Background: an optimization exercise with open tools, aiming at small area and a short achievable clock period. Do not read the settings as production practice.
No functional check of the RTL was part of any run shown here.

===== design.v =====
`timescale 1ns / 1ps
module accelerator #(
    parameter MAP_SIZE = 9'h00a,
    parameter k = 9'h003,
    parameter p = 9'h002,
    parameter s = 1,
    parameter ptype = 1,
    parameter act_type = 0,
    parameter N = 8,
    parameter Q = 4,
    parameter AW = 8,
    parameter DW = 8,
    parameter [N-1:0] p_sqr_inv = 8'b00000100
    )(
    input clk,
    input global_rst,
    input ce,
    input [N-1:0] activation,
    input [(k*k)*N-1:0] weight1,
    output [N-1:0] data_out,
    output valid_op,
    output end_op,
    output [N-1:0] conv_out,
    output conv_valid,
    output conv_end
    );
    integer i;
    reg [7:0] wv [0:8];      
    reg [8:0] ws;            
    always @(posedge clk) begin
        for (i = 0; i < 9; i = i + 1) begin
            wv[i] <= (weight1[8*i +: 8] == 8'h80) ? 8'h00 : weight1[8*i +: 8];
            ws[i] <= weight1[8*i+7];
        end
    end
    wire x80 = activation[7] & ~|activation[6:0];
    wire [8:0] xb = {activation, 1'b0};
    wire [3:0] e_one, e_two, e_neg;
    genvar gk;
    generate
        for (gk = 0; gk < 4; gk = gk + 1) begin : ENC
            assign e_one[gk] = xb[2*gk+1] ^ xb[2*gk];
            assign e_two[gk] = ((xb[2*gk+2] & ~xb[2*gk+1] & ~xb[2*gk]) |
                                (~xb[2*gk+2] & xb[2*gk+1] & xb[2*gk])) & ~(gk == 3 && x80);
            assign e_neg[gk] = xb[2*gk+2];
        end
    endgenerate
    reg [3:0] l_one, l_two, l_neg;
    reg l_sgn;
    always @(posedge clk or posedge global_rst) begin
        if (global_rst) begin
            l_one <= 4'd0;
            l_two <= 4'd0;
            l_neg <= 4'd0;
            l_sgn <= 1'b0;
        end else if (ce) begin
            l_one <= e_one;
            l_two <= e_two;
            l_neg <= e_neg;
            l_sgn <= activation[7];
        end
    end
    reg [7:0] mac [0:7];
    reg [7:0] sr1 [0:6];
    reg [7:0] sr2 [0:6];
    wire [7:0] cin_t [0:7];
    wire [7:0] res_t [0:7];
    assign cin_t[0] = 8'd0;
    assign cin_t[1] = mac[0];
    assign cin_t[2] = mac[1];
    assign cin_t[3] = sr1[6];
    assign cin_t[4] = mac[3];
    assign cin_t[5] = mac[4];
    assign cin_t[6] = sr2[6];
    assign cin_t[7] = mac[6];
    genvar gt;
    generate
        for (gt = 0; gt < 8; gt = gt + 1) begin : TAP
            tap_mac t (.one(l_one), .two(l_two), .neg(l_neg), .wv(wv[gt]),
                       .s(l_sgn ^ ws[gt]), .c(cin_t[gt]), .r(res_t[gt]));
        end
    endgenerate
    always @(posedge clk or posedge global_rst) begin
        if (global_rst) mac[0] <= 8'd0;
        else if (ce) mac[0] <= res_t[0];
    end
    always @(posedge clk) begin
        if (ce) begin
            for (i = 1; i < 8; i = i + 1) mac[i] <= res_t[i];
            sr1[0] <= mac[2];
            sr2[0] <= mac[5];
            for (i = 1; i < 7; i = i + 1) begin
                sr1[i] <= sr1[i-1];
                sr2[i] <= sr2[i-1];
            end
        end
    end
    wire s8 = activation[7] ^ ws[8];
    wire [6:0] f_ah, f_bh;
    wire f_cin;
    tap_front tf (.one(e_one), .two(e_two), .neg(e_neg), .wv(wv[8]), .s(s8),
                  .ah(f_ah), .bh(f_bh), .cin(f_cin));
    reg [6:0] p_ah, p_bh;
    reg p_cin, p_s;
    always @(posedge clk) begin
        if (ce) begin
            p_ah <= f_ah;
            p_bh <= f_bh;
            p_cin <= f_cin;
            p_s <= s8;
        end
    end
    wire [7:0] res;
    tap_add ta (.ah(p_ah), .bh(p_bh), .cin(p_cin), .s(p_s), .c(mac[7]), .r(res));
    reg [7:0] prev;
    always @(posedge clk) begin
        if (ce) prev <= res;
    end
    reg [4:0] count;
    reg [5:0] out_cnt;
    reg first;       
    reg toggle;
    wire valid = count[4] & (count[3] | (count[2] & count[1]));    
    wire cend = valid & (&out_cnt);
    always @(posedge clk or posedge global_rst) begin
        if (global_rst) begin
            count <= 5'd0;
            out_cnt <= 6'd0;
            first <= 1'b1;
        end else if (ce) begin
            count <= count + 5'd1;
            if (valid) out_cnt <= out_cnt + 6'd1;
            if (&count) first <= 1'b0;
        end
    end
    always @(posedge clk or posedge global_rst) begin
        if (global_rst) toggle <= 1'b0;
        else if (valid) toggle <= ~toggle;
    end
    wire fix = first & (count == 5'd22) & ws[0];
    assign conv_out = toggle ? {res[7] ^ fix, res[6:0]} : prev;
    assign conv_valid = valid;
    assign conv_end = cend;
    wire pce = valid & ~cend;
    wire [6:0] relu = conv_out[7] ? 7'd0 : conv_out[6:0];
    reg [3:0] pos;
    reg [2:0] nb;
    reg g;
    reg [1:0] sel;
    reg rst_m, op_en, load_sr, end_r;
    always @(posedge clk) begin
        if (global_rst) begin
            pos <= 4'd15;
            nb <= 3'd0;
            g <= 1'b0;
            sel <= 2'd0;
            rst_m <= 1'b0;
            op_en <= 1'b0;
            load_sr <= 1'b0;
            end_r <= 1'b0;
        end else begin
            op_en <= pce & pos[3] & ~pos[0];
            if (pce) begin
                pos <= pos + 4'd1;
                if (g && nb != 3'd5) nb <= nb + 3'd1;
                end_r <= (nb == 3'd4);
                g <= (pos == 4'd14);
                rst_m <= (pos == 4'd1) | (pos == 4'd3) | (pos == 4'd5) | (pos == 4'd15);
                sel <= (pos == 4'd14) ? 2'b10 :
                       ((pos == 4'd6) | (pos == 4'd8) | (pos == 4'd10) | (pos == 4'd12)) ? 2'b01 : 2'b00;
                load_sr <= pos[0];
            end
        end
    end
    reg [6:0] maxr;
    reg [7:0] psr [0:3];
    wire [7:0] mux_out = (sel == 2'b01) ? psr[3] : ((sel == 2'b00) ? {1'b0, maxr} : 8'd0);
    wire [6:0] comp = pce ? ((mux_out[7] | (relu > mux_out[6:0])) ? relu : mux_out[6:0]) : 7'd0;
    always @(posedge clk) begin
        if (global_rst) maxr <= 7'd0;
        else if (pce) maxr <= rst_m ? 7'd0 : comp;
    end
    wire psr_rst = g && global_rst;
    always @(posedge clk or posedge psr_rst) begin
        if (psr_rst) begin
            for (i = 0; i < 4; i = i + 1) psr[i] <= 8'd0;
        end else if (load_sr) begin
            psr[0] <= {1'b0, comp};
            for (i = 1; i < 4; i = i + 1) psr[i] <= psr[i-1];
        end
    end
    assign data_out = {1'b0, maxr};
    assign valid_op = op_en;
    assign end_op = end_r;
endmodule
module tap_mac (
    input  [3:0] one,
    input  [3:0] two,
    input  [3:0] neg,
    input  [7:0] wv,
    input        s,
    input  [7:0] c,
    output [7:0] r
);
    wire p_t0 = (((one[0] & wv[6]) | (two[0] & wv[5])) ^ neg[0]) ^ (((one[1] & wv[4]) | (two[1] & wv[3])) ^ neg[1]);
    wire p_t1 = (((one[0] & wv[6]) | (two[0] & wv[5])) ^ neg[0]) & (((one[1] & wv[4]) | (two[1] & wv[3])) ^ neg[1]);
    wire p_t2 = (((one[0] & wv[7]) | (two[0] & wv[6])) ^ neg[0]) ^ (((one[1] & wv[5]) | (two[1] & wv[4])) ^ neg[1]);
    wire p_t3 = (((one[0] & wv[7]) | (two[0] & wv[6])) ^ neg[0]) & (((one[1] & wv[5]) | (two[1] & wv[4])) ^ neg[1]);
    wire p_t4 = ~(((one[0] & wv[7]) | (two[0] & wv[7])) ^ neg[0]) ^ (((one[1] & wv[6]) | (two[1] & wv[5])) ^ neg[1]) ^ (((one[2] & wv[4]) | (two[2] & wv[3])) ^ neg[2]);
    wire p_t5 = (~(((one[0] & wv[7]) | (two[0] & wv[7])) ^ neg[0]) & (((one[1] & wv[6]) | (two[1] & wv[5])) ^ neg[1])) | (~(((one[0] & wv[7]) | (two[0] & wv[7])) ^ neg[0]) & (((one[2] & wv[4]) | (two[2] & wv[3])) ^ neg[2])) | ((((one[1] & wv[6]) | (two[1] & wv[5])) ^ neg[1]) & (((one[2] & wv[4]) | (two[2] & wv[3])) ^ neg[2]));
    wire p_t6 = (((one[1] & wv[7]) | (two[1] & wv[6])) ^ neg[1]) ^ (((one[2] & wv[5]) | (two[2] & wv[4])) ^ neg[2]);
    wire p_t7 = (((one[1] & wv[7]) | (two[1] & wv[6])) ^ neg[1]) & (((one[2] & wv[5]) | (two[2] & wv[4])) ^ neg[2]);
    wire p_t8 = (((one[1] & wv[7]) | (two[1] & wv[7])) ^ neg[1]) ^ (((one[2] & wv[6]) | (two[2] & wv[5])) ^ neg[2]);
    wire p_t9 = (((one[1] & wv[7]) | (two[1] & wv[7])) ^ neg[1]) & (((one[2] & wv[6]) | (two[2] & wv[5])) ^ neg[2]);
    wire p_t10 = (((one[0] & wv[2]) | (two[0] & wv[1])) ^ neg[0]) ^ ((one[1] & wv[0]) ^ neg[1]);
    wire p_t11 = (((one[0] & wv[2]) | (two[0] & wv[1])) ^ neg[0]) & ((one[1] & wv[0]) ^ neg[1]);
    wire p_t12 = (((one[0] & wv[3]) | (two[0] & wv[2])) ^ neg[0]) ^ (((one[1] & wv[1]) | (two[1] & wv[0])) ^ neg[1]);
    wire p_t13 = (((one[0] & wv[3]) | (two[0] & wv[2])) ^ neg[0]) & (((one[1] & wv[1]) | (two[1] & wv[0])) ^ neg[1]);
    wire p_t14 = (((one[0] & wv[4]) | (two[0] & wv[3])) ^ neg[0]) ^ (((one[1] & wv[2]) | (two[1] & wv[1])) ^ neg[1]) ^ ((one[2] & wv[0]) ^ neg[2]);
    wire p_t15 = ((((one[0] & wv[4]) | (two[0] & wv[3])) ^ neg[0]) & (((one[1] & wv[2]) | (two[1] & wv[1])) ^ neg[1])) | ((((one[0] & wv[4]) | (two[0] & wv[3])) ^ neg[0]) & ((one[2] & wv[0]) ^ neg[2])) | ((((one[1] & wv[2]) | (two[1] & wv[1])) ^ neg[1]) & ((one[2] & wv[0]) ^ neg[2]));
    wire p_t16 = (((one[0] & wv[5]) | (two[0] & wv[4])) ^ neg[0]) ^ (((one[1] & wv[3]) | (two[1] & wv[2])) ^ neg[1]);
    wire p_t17 = (((one[0] & wv[5]) | (two[0] & wv[4])) ^ neg[0]) & (((one[1] & wv[3]) | (two[1] & wv[2])) ^ neg[1]);
    wire p_t18 = p_t0 ^ (((one[2] & wv[2]) | (two[2] & wv[1])) ^ neg[2]) ^ ((one[3] & wv[0]) ^ neg[3]);
    wire p_t19 = (p_t0 & (((one[2] & wv[2]) | (two[2] & wv[1])) ^ neg[2])) | (p_t0 & ((one[3] & wv[0]) ^ neg[3])) | ((((one[2] & wv[2]) | (two[2] & wv[1])) ^ neg[2]) & ((one[3] & wv[0]) ^ neg[3]));
    wire p_t20 = p_t1 ^ p_t2 ^ (((one[2] & wv[3]) | (two[2] & wv[2])) ^ neg[2]);
    wire p_t21 = (p_t1 & p_t2) | (p_t1 & (((one[2] & wv[3]) | (two[2] & wv[2])) ^ neg[2])) | (p_t2 & (((one[2] & wv[3]) | (two[2] & wv[2])) ^ neg[2]));
    wire p_t22 = p_t3 ^ p_t4 ^ (((one[3] & wv[2]) | (two[3] & wv[1])) ^ neg[3]);
    wire p_t23 = (p_t3 & p_t4) | (p_t3 & (((one[3] & wv[2]) | (two[3] & wv[1])) ^ neg[3])) | (p_t4 & (((one[3] & wv[2]) | (two[3] & wv[1])) ^ neg[3]));
    wire p_t24 = p_t5 ^ p_t6 ^ (((one[3] & wv[3]) | (two[3] & wv[2])) ^ neg[3]);
    wire p_t25 = (p_t5 & p_t6) | (p_t5 & (((one[3] & wv[3]) | (two[3] & wv[2])) ^ neg[3])) | (p_t6 & (((one[3] & wv[3]) | (two[3] & wv[2])) ^ neg[3]));
    wire p_t26 = p_t7 ^ p_t8 ^ (((one[3] & wv[4]) | (two[3] & wv[3])) ^ neg[3]);
    wire p_t27 = (p_t7 & p_t8) | (p_t7 & (((one[3] & wv[4]) | (two[3] & wv[3])) ^ neg[3])) | (p_t8 & (((one[3] & wv[4]) | (two[3] & wv[3])) ^ neg[3]));
    wire p_t28 = ((one[0] & wv[0]) ^ neg[0]) ^ neg[0];
    wire p_t29 = ((one[0] & wv[0]) ^ neg[0]) & neg[0];
    wire p_t30 = (((one[0] & wv[1]) | (two[0] & wv[0])) ^ neg[0]) ^ s;
    wire p_t31 = (((one[0] & wv[1]) | (two[0] & wv[0])) ^ neg[0]) & s;
    wire p_t32 = p_t10 ^ neg[1] ^ s;
    wire p_t33 = (p_t10 & neg[1]) | (p_t10 & s) | (neg[1] & s);
    wire p_t34 = p_t11 ^ p_t12 ^ s;
    wire p_t35 = (p_t11 & p_t12) | (p_t11 & s) | (p_t12 & s);
    wire p_t36 = p_t13 ^ p_t14 ^ neg[2];
    wire p_t37 = (p_t13 & p_t14) | (p_t13 & neg[2]) | (p_t14 & neg[2]);
    wire p_t38 = p_t15 ^ p_t16 ^ (((one[2] & wv[1]) | (two[2] & wv[0])) ^ neg[2]);
    wire p_t39 = (p_t15 & p_t16) | (p_t15 & (((one[2] & wv[1]) | (two[2] & wv[0])) ^ neg[2])) | (p_t16 & (((one[2] & wv[1]) | (two[2] & wv[0])) ^ neg[2]));
    wire p_t40 = p_t17 ^ p_t18 ^ neg[3];
    wire p_t41 = (p_t17 & p_t18) | (p_t17 & neg[3]) | (p_t18 & neg[3]);
    wire p_t42 = p_t19 ^ p_t20 ^ (((one[3] & wv[1]) | (two[3] & wv[0])) ^ neg[3]);
    wire p_t43 = (p_t19 & p_t20) | (p_t19 & (((one[3] & wv[1]) | (two[3] & wv[0])) ^ neg[3])) | (p_t20 & (((one[3] & wv[1]) | (two[3] & wv[0])) ^ neg[3]));
    wire p_t44 = p_t21 ^ p_t22 ^ 1'b1;
    wire p_t45 = (p_t21 & p_t22) | (p_t21 & 1'b1) | (p_t22 & 1'b1);
    wire p_t46 = p_t23 ^ p_t24 ^ 1'b1;
    wire p_t47 = (p_t23 & p_t24) | (p_t23 & 1'b1) | (p_t24 & 1'b1);
    wire p_t48 = p_t25 ^ p_t26 ^ 1'b1;
    wire p_t49 = (p_t25 & p_t26) | (p_t25 & 1'b1) | (p_t26 & 1'b1);
    wire [10:0] a = {p_t47, p_t45, p_t43, p_t41, p_t39, p_t37, p_t35, p_t33, p_t31, p_t29, p_t28};
    wire [10:0] b = {p_t48, p_t46, p_t44, p_t42, p_t40, p_t38, p_t36, p_t34, p_t32, p_t30, s};
    wire [4:0] lo = a[3:0] + b[3:0];
    wire cin = lo[4];
    tap_add add (.ah(a[10:4]), .bh(b[10:4]), .cin(cin), .s(s), .c(c), .r(r));
endmodule
module tap_front (
    input  [3:0] one,
    input  [3:0] two,
    input  [3:0] neg,
    input  [7:0] wv,
    input        s,
    output [6:0] ah,
    output [6:0] bh,
    output cin
);
    wire p_t0 = (((one[0] & wv[6]) | (two[0] & wv[5])) ^ neg[0]) ^ (((one[1] & wv[4]) | (two[1] & wv[3])) ^ neg[1]);
    wire p_t1 = (((one[0] & wv[6]) | (two[0] & wv[5])) ^ neg[0]) & (((one[1] & wv[4]) | (two[1] & wv[3])) ^ neg[1]);
    wire p_t2 = (((one[0] & wv[7]) | (two[0] & wv[6])) ^ neg[0]) ^ (((one[1] & wv[5]) | (two[1] & wv[4])) ^ neg[1]);
    wire p_t3 = (((one[0] & wv[7]) | (two[0] & wv[6])) ^ neg[0]) & (((one[1] & wv[5]) | (two[1] & wv[4])) ^ neg[1]);
    wire p_t4 = ~(((one[0] & wv[7]) | (two[0] & wv[7])) ^ neg[0]) ^ (((one[1] & wv[6]) | (two[1] & wv[5])) ^ neg[1]) ^ (((one[2] & wv[4]) | (two[2] & wv[3])) ^ neg[2]);
    wire p_t5 = (~(((one[0] & wv[7]) | (two[0] & wv[7])) ^ neg[0]) & (((one[1] & wv[6]) | (two[1] & wv[5])) ^ neg[1])) | (~(((one[0] & wv[7]) | (two[0] & wv[7])) ^ neg[0]) & (((one[2] & wv[4]) | (two[2] & wv[3])) ^ neg[2])) | ((((one[1] & wv[6]) | (two[1] & wv[5])) ^ neg[1]) & (((one[2] & wv[4]) | (two[2] & wv[3])) ^ neg[2]));
    wire p_t6 = (((one[1] & wv[7]) | (two[1] & wv[6])) ^ neg[1]) ^ (((one[2] & wv[5]) | (two[2] & wv[4])) ^ neg[2]);
    wire p_t7 = (((one[1] & wv[7]) | (two[1] & wv[6])) ^ neg[1]) & (((one[2] & wv[5]) | (two[2] & wv[4])) ^ neg[2]);
    wire p_t8 = (((one[1] & wv[7]) | (two[1] & wv[7])) ^ neg[1]) ^ (((one[2] & wv[6]) | (two[2] & wv[5])) ^ neg[2]);
    wire p_t9 = (((one[1] & wv[7]) | (two[1] & wv[7])) ^ neg[1]) & (((one[2] & wv[6]) | (two[2] & wv[5])) ^ neg[2]);
    wire p_t10 = (((one[0] & wv[2]) | (two[0] & wv[1])) ^ neg[0]) ^ ((one[1] & wv[0]) ^ neg[1]);
    wire p_t11 = (((one[0] & wv[2]) | (two[0] & wv[1])) ^ neg[0]) & ((one[1] & wv[0]) ^ neg[1]);
    wire p_t12 = (((one[0] & wv[3]) | (two[0] & wv[2])) ^ neg[0]) ^ (((one[1] & wv[1]) | (two[1] & wv[0])) ^ neg[1]);
    wire p_t13 = (((one[0] & wv[3]) | (two[0] & wv[2])) ^ neg[0]) & (((one[1] & wv[1]) | (two[1] & wv[0])) ^ neg[1]);
    wire p_t14 = (((one[0] & wv[4]) | (two[0] & wv[3])) ^ neg[0]) ^ (((one[1] & wv[2]) | (two[1] & wv[1])) ^ neg[1]) ^ ((one[2] & wv[0]) ^ neg[2]);
    wire p_t15 = ((((one[0] & wv[4]) | (two[0] & wv[3])) ^ neg[0]) & (((one[1] & wv[2]) | (two[1] & wv[1])) ^ neg[1])) | ((((one[0] & wv[4]) | (two[0] & wv[3])) ^ neg[0]) & ((one[2] & wv[0]) ^ neg[2])) | ((((one[1] & wv[2]) | (two[1] & wv[1])) ^ neg[1]) & ((one[2] & wv[0]) ^ neg[2]));
    wire p_t16 = (((one[0] & wv[5]) | (two[0] & wv[4])) ^ neg[0]) ^ (((one[1] & wv[3]) | (two[1] & wv[2])) ^ neg[1]);
    wire p_t17 = (((one[0] & wv[5]) | (two[0] & wv[4])) ^ neg[0]) & (((one[1] & wv[3]) | (two[1] & wv[2])) ^ neg[1]);
    wire p_t18 = p_t0 ^ (((one[2] & wv[2]) | (two[2] & wv[1])) ^ neg[2]) ^ ((one[3] & wv[0]) ^ neg[3]);
    wire p_t19 = (p_t0 & (((one[2] & wv[2]) | (two[2] & wv[1])) ^ neg[2])) | (p_t0 & ((one[3] & wv[0]) ^ neg[3])) | ((((one[2] & wv[2]) | (two[2] & wv[1])) ^ neg[2]) & ((one[3] & wv[0]) ^ neg[3]));
    wire p_t20 = p_t1 ^ p_t2 ^ (((one[2] & wv[3]) | (two[2] & wv[2])) ^ neg[2]);
    wire p_t21 = (p_t1 & p_t2) | (p_t1 & (((one[2] & wv[3]) | (two[2] & wv[2])) ^ neg[2])) | (p_t2 & (((one[2] & wv[3]) | (two[2] & wv[2])) ^ neg[2]));
    wire p_t22 = p_t3 ^ p_t4 ^ (((one[3] & wv[2]) | (two[3] & wv[1])) ^ neg[3]);
    wire p_t23 = (p_t3 & p_t4) | (p_t3 & (((one[3] & wv[2]) | (two[3] & wv[1])) ^ neg[3])) | (p_t4 & (((one[3] & wv[2]) | (two[3] & wv[1])) ^ neg[3]));
    wire p_t24 = p_t5 ^ p_t6 ^ (((one[3] & wv[3]) | (two[3] & wv[2])) ^ neg[3]);
    wire p_t25 = (p_t5 & p_t6) | (p_t5 & (((one[3] & wv[3]) | (two[3] & wv[2])) ^ neg[3])) | (p_t6 & (((one[3] & wv[3]) | (two[3] & wv[2])) ^ neg[3]));
    wire p_t26 = p_t7 ^ p_t8 ^ (((one[3] & wv[4]) | (two[3] & wv[3])) ^ neg[3]);
    wire p_t27 = (p_t7 & p_t8) | (p_t7 & (((one[3] & wv[4]) | (two[3] & wv[3])) ^ neg[3])) | (p_t8 & (((one[3] & wv[4]) | (two[3] & wv[3])) ^ neg[3]));
    wire p_t28 = ((one[0] & wv[0]) ^ neg[0]) ^ neg[0];
    wire p_t29 = ((one[0] & wv[0]) ^ neg[0]) & neg[0];
    wire p_t30 = (((one[0] & wv[1]) | (two[0] & wv[0])) ^ neg[0]) ^ s;
    wire p_t31 = (((one[0] & wv[1]) | (two[0] & wv[0])) ^ neg[0]) & s;
    wire p_t32 = p_t10 ^ neg[1] ^ s;
    wire p_t33 = (p_t10 & neg[1]) | (p_t10 & s) | (neg[1] & s);
    wire p_t34 = p_t11 ^ p_t12 ^ s;
    wire p_t35 = (p_t11 & p_t12) | (p_t11 & s) | (p_t12 & s);
    wire p_t36 = p_t13 ^ p_t14 ^ neg[2];
    wire p_t37 = (p_t13 & p_t14) | (p_t13 & neg[2]) | (p_t14 & neg[2]);
    wire p_t38 = p_t15 ^ p_t16 ^ (((one[2] & wv[1]) | (two[2] & wv[0])) ^ neg[2]);
    wire p_t39 = (p_t15 & p_t16) | (p_t15 & (((one[2] & wv[1]) | (two[2] & wv[0])) ^ neg[2])) | (p_t16 & (((one[2] & wv[1]) | (two[2] & wv[0])) ^ neg[2]));
    wire p_t40 = p_t17 ^ p_t18 ^ neg[3];
    wire p_t41 = (p_t17 & p_t18) | (p_t17 & neg[3]) | (p_t18 & neg[3]);
    wire p_t42 = p_t19 ^ p_t20 ^ (((one[3] & wv[1]) | (two[3] & wv[0])) ^ neg[3]);
    wire p_t43 = (p_t19 & p_t20) | (p_t19 & (((one[3] & wv[1]) | (two[3] & wv[0])) ^ neg[3])) | (p_t20 & (((one[3] & wv[1]) | (two[3] & wv[0])) ^ neg[3]));
    wire p_t44 = p_t21 ^ p_t22 ^ 1'b1;
    wire p_t45 = (p_t21 & p_t22) | (p_t21 & 1'b1) | (p_t22 & 1'b1);
    wire p_t46 = p_t23 ^ p_t24 ^ 1'b1;
    wire p_t47 = (p_t23 & p_t24) | (p_t23 & 1'b1) | (p_t24 & 1'b1);
    wire p_t48 = p_t25 ^ p_t26 ^ 1'b1;
    wire p_t49 = (p_t25 & p_t26) | (p_t25 & 1'b1) | (p_t26 & 1'b1);
    wire [10:0] a = {p_t47, p_t45, p_t43, p_t41, p_t39, p_t37, p_t35, p_t33, p_t31, p_t29, p_t28};
    wire [10:0] b = {p_t48, p_t46, p_t44, p_t42, p_t40, p_t38, p_t36, p_t34, p_t32, p_t30, s};
    wire [4:0] lo = a[3:0] + b[3:0];
    assign cin = lo[4];
    assign ah = a[10:4];
    assign bh = b[10:4];
endmodule
module tap_add (
    input  [6:0] ah,
    input  [6:0] bh,
    input        cin,
    input        s,
    input  [7:0] c,
    output [7:0] r
);
    wire [7:0] hs = ah + bh + cin;         
    wire [6:0] x = c[6:0] ^ ah ^ bh;
    wire [6:0] y = (c[6:0] & ah) | (c[6:0] & bh) | (ah & bh);
    wire [7:0] w = {1'b0, x} + {y, 1'b0} + cin;
    assign r = {c[7] ^ s ^ w[7] ^ hs[7], w[6:0]};
endmodule

===== run.sh =====
#!/bin/bash
# synth_recipe.tcl (not shown) runs the flow's synth.tcl, then flattens the netlist and writes it again
# the make line also repeats each setting of config.mk as NAME=value (left out here)
make -C /OpenROAD-flow-scripts/flow DESIGN_CONFIG=/design/flow/config.mk WORK_HOME=/design/flow/orfs CLKGATE_MAP_FILE= SYNTH_SCRIPT=/design/flow/synth_recipe.tcl finish

===== config.mk =====
export PLATFORM = sky130hd
export DESIGN_NAME = accelerator
export DESIGN_NICKNAME = accelerator
export VERILOG_FILES = /design/flow/design.v
export SDC_FILE = /design/flow/constraint.sdc
export NUM_CORES = 4
export LEC_CHECK = 0
export CAP_MARGIN = 20
export CORE_MARGIN = 2
export CORE_UTILIZATION = 40
export SETUP_SLACK_MARGIN = 3.0
export SLEW_MARGIN = 20

===== constraint.sdc =====
create_clock -name core_clock -period 8.0 [get_ports {clk}]
set_input_delay 1.6000 -clock core_clock [delete_from_list [all_inputs] [get_ports {clk}]]
set_output_delay 1.6000 -clock core_clock [all_outputs]
set_load 0.01 [all_outputs]

==> results of run 1 <==
[state kept, by name, indices dropped and copies added, names as in the netlist, 3 cells and up]
| register | cells |
|---|---|
| sr2 | 56 |
| p_ah | 7 |
| count | 5 |
| out_cnt | 6 |
| sr1 | 56 |
| nb | 3 |
| maxr | 7 |
| prev | 8 |
| ws | 9 |
| pos | 4 |
| l_two | 4 |
| p_bh | 7 |
| mac | 64 |
| l_neg | 4 |
| l_one | 4 |
| wv | 72 |
| psr | 28 |
[timing repair]
item / 4_1_cts / 5_1_grt
resized for setup: 21 / 21
pin swaps: 9 / 10
setup buffers: 10 / 13
setup endpoints to repair: 16 / 18
[kinds of logic (layout without fill, tap and decap cells)]
kind of cell,Yosys count,in the layout,synth area share (%)
AO/OA/AOI/OAI,479,479,12.48
buffers and inverters,504,514,7.244
multiplexers,46,46,1.867
flip-flops,354,354,34.75
other,1,3,0.01399
AND/OR/NAND/NOR,327,327,5.816
XOR/XNOR,370,370,12.15
adder cells (fa/ha/maj),446,446,25.68
[final timing paths]
| path | to | slack [ns] | depth (start not counted) |
|---|---|---|---|
| setup / recovery | conv_out[7] | 3.01 | 10 |
| hold / removal | psr[2][6] | 0.30 | 1 |
| setup reg to reg | mac[2][7] | 3.20 | 14 |
| hold reg to reg | psr[2][6] | 0.30 | 1 |
| max in group asynchronous | l_one[0] | 5.69 | 3 |
| min in group core_clock | sr1[6][1] | 0.42 | 0 |
[worst max-delay path: stages (launching register included)]
cell and delay [ns]:
edfxtp_1 0.42, fa_1 0.65, ha_4 0.23, a211o_1 0.34, a21oi_4 0.19, o21ai_4 0.09
and3_4 0.17, o21a_4 0.20, nor3b_4 0.26, inv_2 0.09, buf_6 0.13
[metal layers]
| metal | vias to the layer above | routed length, microns | track usage, % |
|---|---|---|---|
| li1 | 8515 | - | - |
| met1 | 8951 | 27110 | 23.38 |
| met2 | 507 | 30980 | 31.23 |
| met3 | 121 | 3373 | 2.577 |
| met4 | 0 | 1662 | 5.205 |
| met5 | - | 0 | 0 |
[final cells by class]
cell class | instances | area (sq um) | area share [%]
Antenna cell | 2 | 5.005 | 0.01658
Tap cell | 864 | 1081 | 3.580
Timing Repair Buffer | 143 | 1469 | 4.865
Clock inverter | 22 | 340.3 | 1.127
Multi-Input combinational cell | 1669 | 15640 | 51.79
Sequential cell | 354 | 9348 | 30.96
Clock buffer | 56 | 1207 | 3.999
Inverter | 293 | 1105 | 3.659
[placed cells by master, fill, tap and decap left out, drive strengths merged, types with 12 or more instances in the layout]
master / netlist / layout
xnor2: 308 / 308
inv: 293 / 296
ha: 259 / 259
a22oi: 194 / 194
edfxtp: 192 / 192
fa: 177 / 177
nand2: 118 / 118
dfxtp: 101 / 101
clkdlybuf4s50: 0 / 94
a21oi: 84 / 84
nor2: 64 / 64
xor2: 62 / 62
dfrtp: 60 / 60
clkbuf: 160 / 60
a21o: 45 / 45
buf: 51 / 43
o21ai: 36 / 36
mux2: 32 / 32
nor3: 24 / 24
nor2b: 23 / 23
nand2b: 21 / 21
o22ai: 19 / 19
nand3: 18 / 18
mux2i: 14 / 14
nand4: 13 / 13
nor4: 13 / 13
clkinv: 0 / 13
a211oi: 12 / 12
or2: 12 / 12
[per-stage QoR]
step / hold WS, ns / std cells / instance area (sq um)
after CTS: 0.3186 / 3388 / 29910
after global routing: 0.3625 / 3401 / 30190
after global placement: 0.3273 / 3300 / 28220
final: 0.3020 / 3403 / 30190
after detailed placement: 0.3127 / 3300 / 28220
after floorplan: 0.4003 / 2527 / 26810
==> results by group, run 1 <==
Floorplan
  – Rows: 94
  – Starting density of the core: 40.55%
  – Die Ht: 262.9 microns
  – Die X: 262.9 microns
  – Full die area: 0.06910 sq mm
  – Ports: 103
  – Core footprint: 0.06610 sq mm

Critical path
  – CP Class: reg -> out
  – Critical Path RT: 6.40 ns
  – Critical path peak fanout: 4
  – Worst setup EP type: output port
  – Nature of the critical path startpoint: register
  – Critical R2R Launch: l_two[2]
  – Crit path from: mac[7][1]
  – Crit path DAT: 3.39 ns

Logic synthesis
  – Sequential share of the synthesized area: 34.75%
  – Distinct cells, synth: 69
  – Top-area cell type share of the netlist area: 21.51%
  – EDFF count, synth: 192
  – Cell with the most instances after synthesis: xnor2_1
  – Post-synth top cells: xnor2_1 (307), inv_1 (288), ha_1 (259), a22oi_1 (194), edfxtp_1 (192)
  – Ranking of synthesized cells by area: edfxtp_1 (22%), fa_1 (13%), ha_1 (12%)
  – Warnings, synthesis: 11
  – Yosys reg bits: 354
  – Top FF cell, synth: edfxtp_1
  – Cells after Synth: 2,527
  – Synth async-reset ratio: 17.23%
  – Post-synth net total: 3,046
  – Synthesized area: 0.02681 sq mm
  – Mapped Avg Cell Area: 10.61 sq um
  – Post-synth top area cell: edfxtp_1

Drt
  – Via count: 18.09k
  – Final WL: 63,130 microns
  – DRC viols: 0
  – Pre-antenna DRT Iters: 5
  – Avg WL per Cell: 18.55 microns
  – Vias per cell: 5.317
  – Initial DRC Count: 1,050
  – Antenna Nets Post-Route: 0

Layout
  – Filler cell count: 6,110
  – Share of cells above drive strength 1: 8.041%
  – NumNets Final: 3,022
  – Area Growth Syn to Fin: 12.64%
  – Final Core Density: 45.68%

Worst hold path
  – Min-Delay Path Class: reg -> async

Clocking
  – Root Driver: clkbuf_16
  – Hold-fix buffers, CTS: 0
  – Clock buffer depth: 3
  – CTS tree: built
  – CTS Sinks: 354
  – TritonCTS Buffers: 42
  – Clock Latency Late Sink: 0.60 ns
  – Clock transition at the registers of the reported paths: 0.06 ns
  – H-tree levels: 2

Placement
  – PortBufs: 101
  – Hpwl dp: 44,200 microns
  – Routability Congestion: 0.8553
  – Pre-CTS setup slack: 2.796 ns

STA
  – Final period utilization: 62.31%
  – Clock skew: 0.04009 ns
  – Final setup violation count: 0
  – Highest Clock Rate: 200.6 MHz
  – Hold Fails Final Rpt: 0
  – Fin worst setup slack: 3.015 ns
  – Final slew viol count: 0
  – RSZ-0062 raised after global routing: yes
  – Tmin final: 4.985 ns
  – Transition time of the tightest slew-check pin: 0.9897 ns
  – Total Neg Setup Slack: 0 ns
  – Slew HR: 34.02%

GRT
  – First-pass GRT wire length: 100,500 microns
  – GRT Residual Overflow: 0
  – Vias in the first global route: 18.73k
  – Gr usage total: 18.01%
  – Largest net degree at the start of global routing: 102
  – Initial antenna violation count: 0

Flow run
  – # Max-Cap Violations: 0

Run status
  – Status: complete, no violations
==> run 2, diff against run 1 <==
--- a/config.mk
+++ b/config.mk
@@ -8,5 +8,5 @@
 export CAP_MARGIN = 20
 export CORE_MARGIN = 2
 export CORE_UTILIZATION = 40
-export SETUP_SLACK_MARGIN = 3.0
+export SETUP_SLACK_MARGIN = 4.0
 export SLEW_MARGIN = 20
==> results by group, run 2 <==
Run status
  – Status: complete, no violations

Drt
  – Pre-antenna DRT Iters: 7 (+2)
  – Avg WL per Cell: 19.26 microns (+3.8%)
  – Antenna Nets Post-Route: 0 (unchanged)
  – Vias per cell: 5.357 (+0.75%)
  – DRC viols: 0 (unchanged)
  – Initial DRC Count: 1,387 (+32%)
  – Via count: 18.85k (+4.2%)
  – Final WL: 67,760 microns (+7.3%)

Clocking
  – CTS Sinks: 354 (unchanged)
  – Clock Latency Late Sink: 0.60 ns (about the same)
  – CTS tree: built
  – Root Driver: clkbuf_16
  – Hold-fix buffers, CTS: 0 (unchanged)
  – TritonCTS Buffers: 41 (-2.4%)
  – H-tree levels: 2 (unchanged)
  – Clock buffer depth: 3 (unchanged)
  – Clock transition at the registers of the reported paths: 0.06 ns (about the same)

GRT
  – Vias in the first global route: 19.65k (+4.9%)
  – GRT Residual Overflow: 0 (unchanged)
  – First-pass GRT wire length: 106,900 microns (+6.4%)
  – Largest net degree at the start of global routing: 119 (+17%)
  – Initial antenna violation count: 0 (unchanged)
  – Gr usage total: 19.45% (+1.4 points)

Layout
  – Most frequent cells in the layout: xnor2_1 (286), inv_1 (247), ha_1 (211)
  – Area Growth Syn to Fin: 22.47%
  – Reg with most FFs: wv
  – Antenna Cells: 0 (-2)
  – Biggest regs: wv: 72 flops, mac: 64 flops
  – Final Core Density: 49.67% (+4.0 points)
  – Largest register FFs: 72 (unchanged)
  – Share of cells above drive strength 1: 22.75% (+15 points)
  – Final std cells w/o fill: 3,519 (+3.4%)
  – Most common cell after layout, fill and taps aside: xnor2_1
  – NumNets Final: 3,141 (+3.9%)

STA
  – Clock skew: 0.03676 ns (-0.003326 ns)
  – Highest Clock Rate: 206.0 MHz (+2.7%)
  – Slew HR: 9.613% (-24 points)
  – Hold Fails Final Rpt: 0 (unchanged)
  – Final slew viol count: 0 (unchanged)
  – Total Neg Setup Slack: 0 ns (unchanged)
  – Tmin final: 4.855 ns (-0.1303 ns)
  – Final period utilization: 60.69% (-1.6 points)
  – Transition time of the tightest slew-check pin: 1.349 ns (+0.3595 ns)
  – Final hold slack: 0.3473 ns (+0.04524 ns)
  – Final setup violation count: 0 (unchanged)
  – RSZ-0062 raised after global routing: yes

Logic synthesis
  – Ranking of synthesized cells by area: edfxtp_1 (22%), fa_1 (13%), ha_1 (12%)
  – Synth async-reset ratio: 17.23% (unchanged)
  – Top-area cell type share of the netlist area: 21.51% (unchanged)
  – Synthesized area: 0.02681 sq mm (unchanged)
  – Cells after Synth: 2,527 (unchanged)
  – EDFF count, synth: 192 (unchanged)
  – Post-synth top cells: xnor2_1 (307), inv_1 (288), ha_1 (259), a22oi_1 (194), edfxtp_1 (192)
  – Sequential share of the synthesized area: 34.75% (unchanged)
  – Distinct cells, synth: 69 (unchanged)
  – Top FF cell, synth: edfxtp_1
  – Warnings, synthesis: 11 (unchanged)
  – Mapped Avg Cell Area: 10.61 sq um (unchanged)
  – Cell with the most instances after synthesis: xnor2_1
  – Post-synth net total: 3,046 (unchanged)
  – Post-synth top area cell: edfxtp_1
  – Yosys reg bits: 354 (unchanged)

Critical path
  – Worst setup EP type: output port
  – Stages on the worst setup path: 11 (+1)
  – Crit-path slowest cell: fa_2
  – Nature of the critical path startpoint: register
  – CP max stage delay: 0.50 ns (-0.15 ns)
  – Bufs and invs on worst path: 3 (+1)
  – Critical Path RT: 6.40 ns (about the same)
  – Critical path peak fanout: 5 (+1)
  – Critical register-to-register path endpoint: mac[7][7]
  – Critical R2R Launch: l_one[1]
  – CP Class: reg -> out
  – Reg-to-reg setup timing slack: 3.40 ns (+0.20 ns)
  – Top Family by Delay on Critical Path: compound AO/OA/AOI/OAI gates
  – Ordered list of cells on the worst path: fa_2 -> ha_4 -> buf_4 -> a211o_1 -> a21oi_2 -> o21ai_2 -> and3_4 -> o21a_1 -> nor3b_2 -> inv_2 -> buf_2
  – Crit path from: p_bh[0]
  – Worst Reg-to-Reg Cells: 19 (+5)
  – Crit path DAT: 3.25 ns (-0.14 ns)

Placement
  – Hpwl dp: 43,260 microns (-2.1%)
  – Routability Congestion: 0.8657 (+1.2%)
  – Number of cells after detailed placement: 3,296 (-0.12%)
  – PortBufs: 101 (unchanged)

Floorplan
  – Die Ht: 262.9 microns (unchanged)
  – Starting density of the core: 40.55% (unchanged)
  – Ports: 103 (unchanged)
  – Core footprint: 0.06610 sq mm (unchanged)
  – Die X: 262.9 microns (unchanged)
  – Full die area: 0.06910 sq mm (unchanged)
  – Rows: 94 (unchanged)

Worst hold path
  – Min-Delay Path Class: reg -> async

Flow run
  – # Max-Cap Violations: 0 (unchanged)
## run 2: cell counts after synthesis
Identical to the previous run, type by type.
## run 2: cells by family after synthesis
family	synth area share, %
flip-flops	34.75
adder cells (fa/ha/maj)	25.68
other	0.01399
XOR/XNOR	12.15
AND/OR/NAND/NOR	5.816
multiplexers	1.867
AO/OA/AOI/OAI	12.48
buffers and inverters	7.244
## run 2: per-stage QoR
stage / cell area [sq um] / setup slack [ns]
floorplan: 27360 / 3.723
global placement: 28480 / 2.685
detailed placement: 28480 / 2.562
CTS: 32070 / 3.039
global route: 32830 / 2.974
finish: 32830 / 3.145
## run 2: how the worst max path moves through the flow
stage | slack (ns) | to
final | 3.15 | conv_out[7]
after floorplan | 3.72 | mac[1][7]
after CTS | 3.04 | conv_out[6]
after detailed placement | 2.56 | mac[1][7]
after global routing | 2.97 | conv_out[7]
after global placement | 2.68 | mac[2][7]
## run 2: worst reg2reg max path, stage by stage, from the launching register on
cell and delay [ns]:
dfrtp_4 0.51, buf_8 0.16, buf_6 0.12, clkbuf_16 0.15, a22oi_2 0.17, xnor2_1 0.09
ha_1 0.30, inv_2 0.04, fa_1 0.49, fa_1 0.54, inv_2 0.05, fa_1 0.51
ha_4 0.22, a21oi_4 0.12, nor2b_1 0.06, o21a_1 0.20, nor4_1 0.24, nor3_1 0.10
xnor2_1 0.14, xnor2_1 0.12
## run 2: metal layers
| layer | routed length, microns | GRT usage [%] |
|---|---|---|
| met1 | 27980 | 24.49 |
| met2 | 33710 | 33.85 |
| met3 | 3877 | 3.205 |
| met4 | 2190 | 6.641 |
| met5 | 0 | 0 |
## run 2: cell type report
type	instances	area, sq um
timing repair buffer	263	2768
clock inverter	22	198.9
inverter	293	1121
fill	5826	33270
tap	864	1081
clock buffer	54	1177
sequential	354	9345
multi-input combinational	1669	17140
## run 2: repair_timing
action	4_1_cts	5_1_grt
pin swaps	196	109
cloned	7	1
buffers inserted	104	35
gates resized for setup	291	117
setup endpoints to repair	96	67

## what the ideal ports hide
Ports are ideal in the flow. The routed layouts listed here were re-timed in OpenROAD. Step 1 assumes that a clkbuf_16 drives the clock port and a buf_2 every other input. Step 2 times the ports against the registers' clock, not the clock port: input delays grow and output delays shrink by t, the midpoint of the rising clock arrivals with the driver on. Three values: no drivers, after step 1, after step 2; two values: the first two.
run	t, ns	slack for setup (ns)	worst hold slack (ns)	worst setup path at the end
run 1	0.647	3.015 / 2.950 / 2.804	0.302 / 0.302 / 0.302	input to register
run 2	0.649	3.145 / 3.080 / 3.401	0.347 / 0.347 / 0.347	register to register
After both steps setup and hold are still met in every run listed. The setup slack of run 1, which loses most, moves by -0.065 ns with the drivers and by -0.211 ns with both steps.
